Background: an optimization exercise with open tools, aiming at small area and a short achievable clock period. Do not read the settings as production practice. In this exercise RTL edits were held to simulation tests only and were not proved equivalent to the original. Power figures rest on the tool's default switching activity, not on a simulated workload.

==> design/flow/config.mk <==
export PLATFORM = sky130hd
export DESIGN_NAME = DSP
export DESIGN_NICKNAME = DSP
export VERILOG_FILES = /design/flow/design.v
export SDC_FILE = /design/flow/constraint.sdc
export NUM_CORES = 4
export LEC_CHECK = 0
export CAP_MARGIN = 20
export CORE_MARGIN = 2
export CORE_UTILIZATION = 40
export SLEW_MARGIN = 20
==> design/flow/constraint.sdc <==
create_clock -name core_clock -period 7.0 [get_ports {CLK}]
set_input_delay 1.4000 -clock core_clock [delete_from_list [all_inputs] [get_ports {CLK}]]
set_output_delay 1.4000 -clock core_clock [all_outputs]
set_load 0.01 [all_outputs]
==> design/flow/design.v <==
module REG_MUX (D,OUT,CLK,RST,ENABLE	);
	parameter SIZE = 18 ;
	parameter RSTTYPE = "SYNC";
	parameter SEL = 1 ;
	input [ SIZE - 1 : 0 ]D;
	input CLK,RST,ENABLE; 
	output reg [SIZE-1:0]OUT;
	generate
		if(SEL == 1)begin
		if(RSTTYPE == "ASYNC") begin
			always @(posedge CLK or posedge RST) begin
				if (RST) begin
					OUT <= 0 ;					
				end
				else if(ENABLE) begin
					OUT <= D ;
				end
			end
		end
		else if(RSTTYPE == "SYNC") begin
			 always @(posedge CLK ) begin
			 	if (RST) begin
			 		OUT <= 0 ; 			 		
			 	end
			 	else if(ENABLE) begin
			 		OUT <= D ;
			 	end
			 end
		end
		end		
		else if(SEL == 0 )begin
		always @(*) begin
			OUT = D;
			end
		end
	endgenerate
endmodule
module mux4 (
	A,B,C,D,S,OUT
);
	parameter size = 1 ;
	input [size - 1 : 0 ]A,B,C,D;
	input [ 1 : 0]S;
	output reg [ size - 1 : 0 ]OUT;
	always @(*) begin
	 	case(S)
	 	2'b00: OUT = A ;
	 	2'b01: OUT = B ;
	 	2'b10: OUT = C ;
	 	2'b11: OUT = D ;
	 	endcase
	 end 
endmodule
module DSP (
	A,B,C,D,CARRYIN,CARRYOUT,CARRYOUTF,OPMODE,
	CLK,BCIN,RSTA,RSTB,RSTM,RSTP,RSTC,RSTD,RSTCARRYIN,
	RSTOPMODE,CEA,CEB,CEM,CEP,CEC,CED,CECARRYIN,CEOPMODE,PCIN,
	BCOUT,PCOUT,P,M
			);
	parameter A0REG 	   = 0 ;
	parameter A1REG 	   = 1 ;
	parameter B0REG 	   = 0 ;
	parameter B1REG 	   = 1 ;
	parameter CREG  	   = 1 ;
	parameter DREG  	   = 1 ;
	parameter MREG  	   = 1 ;
	parameter PREG  	   = 1 ;
	parameter CARRYINREG   = 1 ;
	parameter CARRYOUTREG  = 1 ;
	parameter OPMODEREG    = 1 ;
	parameter CARRYINSEL   = "OPMODE5";
	parameter B_INPUT      = "DIRECT";
	parameter RSTTYPE      = "SYNC";
	input [17:0]A,B,D,BCIN;
	input [47:0]C,PCIN;
	input [7:0]OPMODE;
	input CLK,CARRYIN,RSTA,RSTB,RSTM,RSTP,RSTC,RSTD,RSTCARRYIN,
		  RSTOPMODE,CEA,CEB,CEM,CEP,CEC,CED,CECARRYIN,CEOPMODE;
	output [17:0]BCOUT;
	output [47:0]PCOUT,P;
	output [35:0]M;
	output CARRYOUT , CARRYOUTF ;
	wire M2,CINDFF,COUTDFF;
	wire [7:0]opmode;
	wire [17:0]DFF,BDFF,B0DFF,ADD1,M1,B1DFF,A0DFF,A1DFF;
	wire [35:0]MUL,MULDFF;
	wire [47:0]CON,MUX_1,MUX_2,CFF,ADD2,z;
	REG_MUX #(8,RSTTYPE,OPMODEREG)OPMODE_OUT(OPMODE,opmode,CLK,RSTOPMODE,CEOPMODE);
	REG_MUX #(18,RSTTYPE,DREG)D_REG(D,DFF,CLK,RSTD,CED); 
	REG_MUX #(18,RSTTYPE,B0REG)B_REG0(BDFF,B0DFF,CLK,RSTB,CEB);
	REG_MUX #(18,RSTTYPE,B1REG)B_REG1(M1,B1DFF,CLK,RSTB,CEB);
	REG_MUX #(18,RSTTYPE,A0REG)A_REG0(A,A0DFF,CLK,RSTA,CEA);
	REG_MUX #(18,RSTTYPE,A1REG)A_REG1(A0DFF,A1DFF,CLK,RSTA,CEA);
	REG_MUX #(48,RSTTYPE,CREG)C_REG(C,CFF,CLK,RSTC,CEC);
	REG_MUX #(36,RSTTYPE,MREG)OUT_MULTIPLY(MUL,MULDFF,CLK,RSTM,CEM);
	REG_MUX #(1,RSTTYPE,CARRYINREG)CYI(M2,CINDFF,CLK,RSTCARRYIN,CECARRYIN);
	REG_MUX #(1,RSTTYPE,CARRYOUTREG)CYO(COUTDFF,CARRYOUT,CLK,RSTCARRYIN,CECARRYIN);
	REG_MUX #(48,RSTTYPE,PREG)P_REG(ADD2,P,CLK,RSTP,CEP);
	assign BDFF = ( B_INPUT == "DIRECT" ) ? B : BCIN ;
	assign ADD1 = (opmode[6] == 1) ?	DFF - B0DFF : DFF + B0DFF ;
	assign M1 = (opmode[4] == 1) ? B0DFF : ADD1 ;
	assign MUL = B1DFF * A1DFF ;
	assign BCOUT = B1DFF ;
	assign CON = {DFF[11:0],A1DFF,B1DFF};
	assign M = MULDFF ;
	assign M2 = (CARRYINSEL == "OPMODE5" ) ? opmode[5] : CARRYIN  ;
	assign {COUTDFF,ADD2} = (opmode[7] == 0 ) ? MUX_1 + MUX_2 + CINDFF : MUX_1 - MUX_2 - CINDFF ;
	assign z = {12'b0000_0000_0000,MULDFF} ;
	assign CARRYOUTF = CARRYOUT ;
	assign PCOUT = P ;
	mux4 #(48)MUX1(CON,P,z,48'b0,opmode[1:0],MUX_1);
	mux4 #(48)MUX2(CFF,P,PCIN,48'b0,opmode[3:2],MUX_2);
endmodule
==> design/flow/run.sh <==
#!/bin/bash
# synth_recipe.tcl (not shown) runs the flow's synth.tcl, then flattens the netlist and writes it again
# the make line also repeats each setting of config.mk as NAME=value (left out here)
make -C /OpenROAD-flow-scripts/flow DESIGN_CONFIG=/design/flow/config.mk WORK_HOME=/design/flow/orfs CLKGATE_MAP_FILE= SYNTH_SCRIPT=/design/flow/synth_recipe.tcl finish
==> run_results.csv <==
group,metric,value,unit
setup_path,path_delay_family,"adder cells",
sta,worst_clock_skew,25.6,ps
floorplan,die_h,264,um
pwr,p_leak,14.6,nW
place,gp_congestion,0.934,
flow_run,max_cap_viol_count,0,
logic_synthesis,yosysSeqAreaShare,14.5,%
setup_path,arrival,7100,ps
clocking,clk_pin_slew,90,ps
hold_path,min_from,"C_REG.OUT[16]",
clocking,ctsHoldBuffers,0,
logic_synthesis,synthCells,3361,
drt,wl_per_cell,19.8,um
layout,drive_gt1_share,4.99,%
drt,vias_per_cell,5.32,
run_status,status,"timing/DRC/antenna clean",
clocking,cts_sinks,196,
place,port_buffers,326,
pwr,p_seq_share,24.6,%
pwr,p_switching,2.70,mW
grt,globalRouteOverflowTotal,0,
layout,area_delta_synth_final,16.9,%
sta,hold_viol_final,0,
pwr,sw_frac_of_total,45.9,%
grt,grt_pass1_vias,23700,
layout,final_nets,4278,
clocking,cts_resized,0,
clocking,htreeDepth,4,
logic_synthesis,synth-compound-area-share,14.3,%
setup_path,required,7440,ps
setup_path,end_kind,"flip-flop",
setup_path,worstPathCellList,"nand2_1 > fa_1 > fa_1 > inv_1 > fa_1 > inv_1 > fa_1 > fa_1 > fa_1 > inv_1 > ha_1 > and4_1 > and2_1 > a221oi_2 > buf_4 > o221a_2 > o31ai_1 > buf_4 > o2111ai_1 > a32oi_1 > xnor2_1 > a211oi_1",
floorplan,die_area,69600,um^2
setup_path,worstSetupPathType,"reg -> reg",
floorplan,die_w,264,um
clocking,cts_tree,"done",
setup_path,slowest_delay,680,ps
layout,diodes,0,
place,dp_cells,4409,
logic_synthesis,avgSynthCellArea,8.03,um^2
grt,grt_pass1_wl,136000,um
clocking,clk-insertion-delay-late,530,ps
floorplan,core_area,67000,um^2
hold_path,hold_path.class,"reg -> reg",
logic_synthesis,synthSimpleGateAreaFrac,16.8,%
pwr,power.density,186,nW/um^2
logic_synthesis,synth_ff_type,"dfxtp_1",
layout,seq_area,3940,um^2
logic_synthesis,synth_top_family_by_area,"adder cells",
logic_synthesis,synth_mux_area_share,8.27,%
logic_synthesis,synth_fa_ha_area_share,31.7,%
logic_synthesis,ys_types,83,
floorplan,rows,95,
grt,grt_max_degree,65,
logic_synthesis,synth_edf_count,0,
logic_synthesis,synth_seq_cells,196,
drt,vias,23600,
sta,slew_headroom,26.1,%
logic_synthesis,synth_nets,4083,
drt,ant_nets,0,
grt,grt_usage,25.4,%
floorplan,start_util,40.3,%
layout,final_cells,4442,
logic_synthesis,yosys_warnings,7,
setup_path,crit_start,"B_REG1.OUT[13]",
place,dpl.hpwl,69900,um
sta,post-route-period-util,95.2,%
logic_synthesis,syn-cell-area,27000,um^2
grt,antenna_found_initial,4,
pwr,p_int,3.18,mW
logic_synthesis,synth_xor_area_share,4.54,%
clocking,clk_root_buffer_cell,"clkbuf_16",
logic_synthesis,async_reset_ff_share,0,%
layout,multiInputGateArea,20400,um^2
sta,setup-tns-final,0,ps
layout,n_fill_cell,6766,
place,pre_cts_ws,263,ps
pwr,p_total,5.88,mW
sta,worst_pin_slew,1110,ps
sta,rsz0062_at_grt,"no",
setup_path,crit_buf_inv,5,
pwr,comb_power_share,57.2,%
place,placed_area,30900,um^2
setup_path,cp_max_fo,8,
sta,holdWs,494,ps
layout,stdcell_area,31500,um^2
drt,drc,0,
sta,fmax,0.150,GHz
drt,drt_first_pass_iters,5,
setup_path,startpoint_type,"flip-flop",
layout,final_util,47.0,%
sta,fin_ws,338,ps
setup_path,crit_top_cell,"fa_1",
sta,finalCriticalPeriod,6660,ps
pwr,clkPwrFrac,18.2,%
drt,wirelength,87900,um
setup_path,crit-reg2reg-launch,"B_REG1.OUT[13]",
floorplan,io_pins,346,
pwr,vdd.ir_drop.worst,0.178,mV
setup_path,critPathSlowestCell,"dfxtp_1",
sta,finalSetupViolCount,0,
layout,final_cell_mix,"407 x nand2_1, 407 x inv_1, 320 x clkdlybuf4s50_1",
clocking,cts_buffers,17,
clocking,clockBufferDepth,2,
sta,drv_slew,0,
clocking,cts_setup_buffers,0,
drt,first_iter_violations,1373,
## worst register-to-register path: stages (launching register included)
cell and delay (ps):
dfxtp_1 680, nand2_1 190, fa_1 540, fa_1 550, inv_1 50, fa_1 500
inv_1 50, fa_1 550, fa_1 430, fa_1 510, inv_1 50, ha_1 310
and4_1 240, and2_1 160, a221oi_2 60, buf_4 190, o221a_2 290, o31ai_1 260
buf_4 160, o2111ai_1 190, a32oi_1 300, xnor2_1 90, a211oi_1 220
## synth_stat cells, types with 20 or more instances
master	n	area (um^2)
nand3_1	37	185
nand4_1	21	131
dfxtp_1	196	3920
a211oi_1	41	308
xnor2_1	83	727
inv_1	407	1530
fa_1	261	5230
o21ai_0	175	876
ha_1	267	3340
nand2_1	407	1530
nor2_1	302	1130
and2_1	133	832
nor3_1	31	155
buf_4	49	368
o211ai_1	21	158
xor2_1	57	499
a21oi_1	162	811
mux2i_1	223	2230
a21o_1	68	510
clkbuf_1	177	664
nor2b_1	20	125
## metal layers
| layer | GRT usage (%) | routed length, um |
|---|---|---|
| met5 | 0 | 0 |
| met4 | 8.54 | 2530 |
| met3 | 5.00 | 5830 |
| met2 | 42.5 | 41000 |
| met1 | 32.8 | 38500 |
## power by group through the flow
stage	combinational, mW	clock (mW)	sequential (mW)
2_1_floorplan	2.31	0	1.37
3_3_place_gp	3.32	0	1.47
3_5_place_dp	3.33	0	1.47
4_1_cts	3.35	1.10	1.45
5_1_grt	3.73	1.13	1.46
6_report	3.36	1.07	1.45
## flip-flops by register name, indices dropped and copies added (netlist names)
signal            cells
CYO.OUT               1
OUT_MULTIPLY.OUT     36
C_REG.OUT            48
P_REG.OUT            48
A_REG1.OUT           18
CYI.OUT               1
D_REG.OUT            18
B_REG1.OUT           18
OPMODE_OUT.OUT        8
## cells by family (layout without fill, tap and decap cells)
group / Yosys count / after routing
multiplexers: 223 / 223
XOR/XNOR: 140 / 140
adder cells (fa/ha/maj): 528 / 528
flip-flops: 196 / 196
AO/OA/AOI/OAI: 606 / 606
buffers and inverters: 652 / 860
AND/OR/NAND/NOR: 1016 / 1016
## path summary, 6_finish.rpt
path                          end  slack [ps]  cells past startpoint
max reg2reg  OUT_MULTIPLY.OUT[34]         340                     22
min                 C_REG.OUT[16]         490                      2
max          OUT_MULTIPLY.OUT[34]         340                     22
min reg2reg         C_REG.OUT[16]         490                      2
## final cells by class
cell class | count | area share, %
multi-input cells | 2513 | 64.8
repair buffers | 420 | 12.6
flip-flops and latches | 196 | 12.5
inverters | 408 | 4.86
well taps | 873 | 3.46
clock buffers | 19 | 1.40
clock inverters | 13 | 0.417

[static timing again, ports no longer ideal]
No port has a modelled driver above. Below, the same layout with a new extraction and two added sets of constraints.
Step 1 (the two cells are an assumption about what drives the block):
set clk [get_ports {CLK}]
set_driving_cell -lib_cell sky130_fd_sc_hd__clkbuf_16 $clk
set_driving_cell -lib_cell sky130_fd_sc_hd__buf_2 [delete_from_list [all_inputs] $clk]
Step 2 times the ports against the registers' clock, not the clock port: input delays grow and output delays shrink by t, the midpoint of the rising clock arrivals with the driver on.
Slacks: ideal / step 1 / step 2; pairs: ideal / step 1.
t (ns): 0.578
setup slack, ns: 0.338 / 0.338 / 0.338
worst setup path after step 2: register to register
clock arrival spread, ns: 0.025 / 0.026
worst data-port slew with drivers (ns): 0.07
After both steps this run still meets setup and hold. For this run, drivers alone change the setup slack by 0.000 ns; drivers and shift together by 0.000 ns.
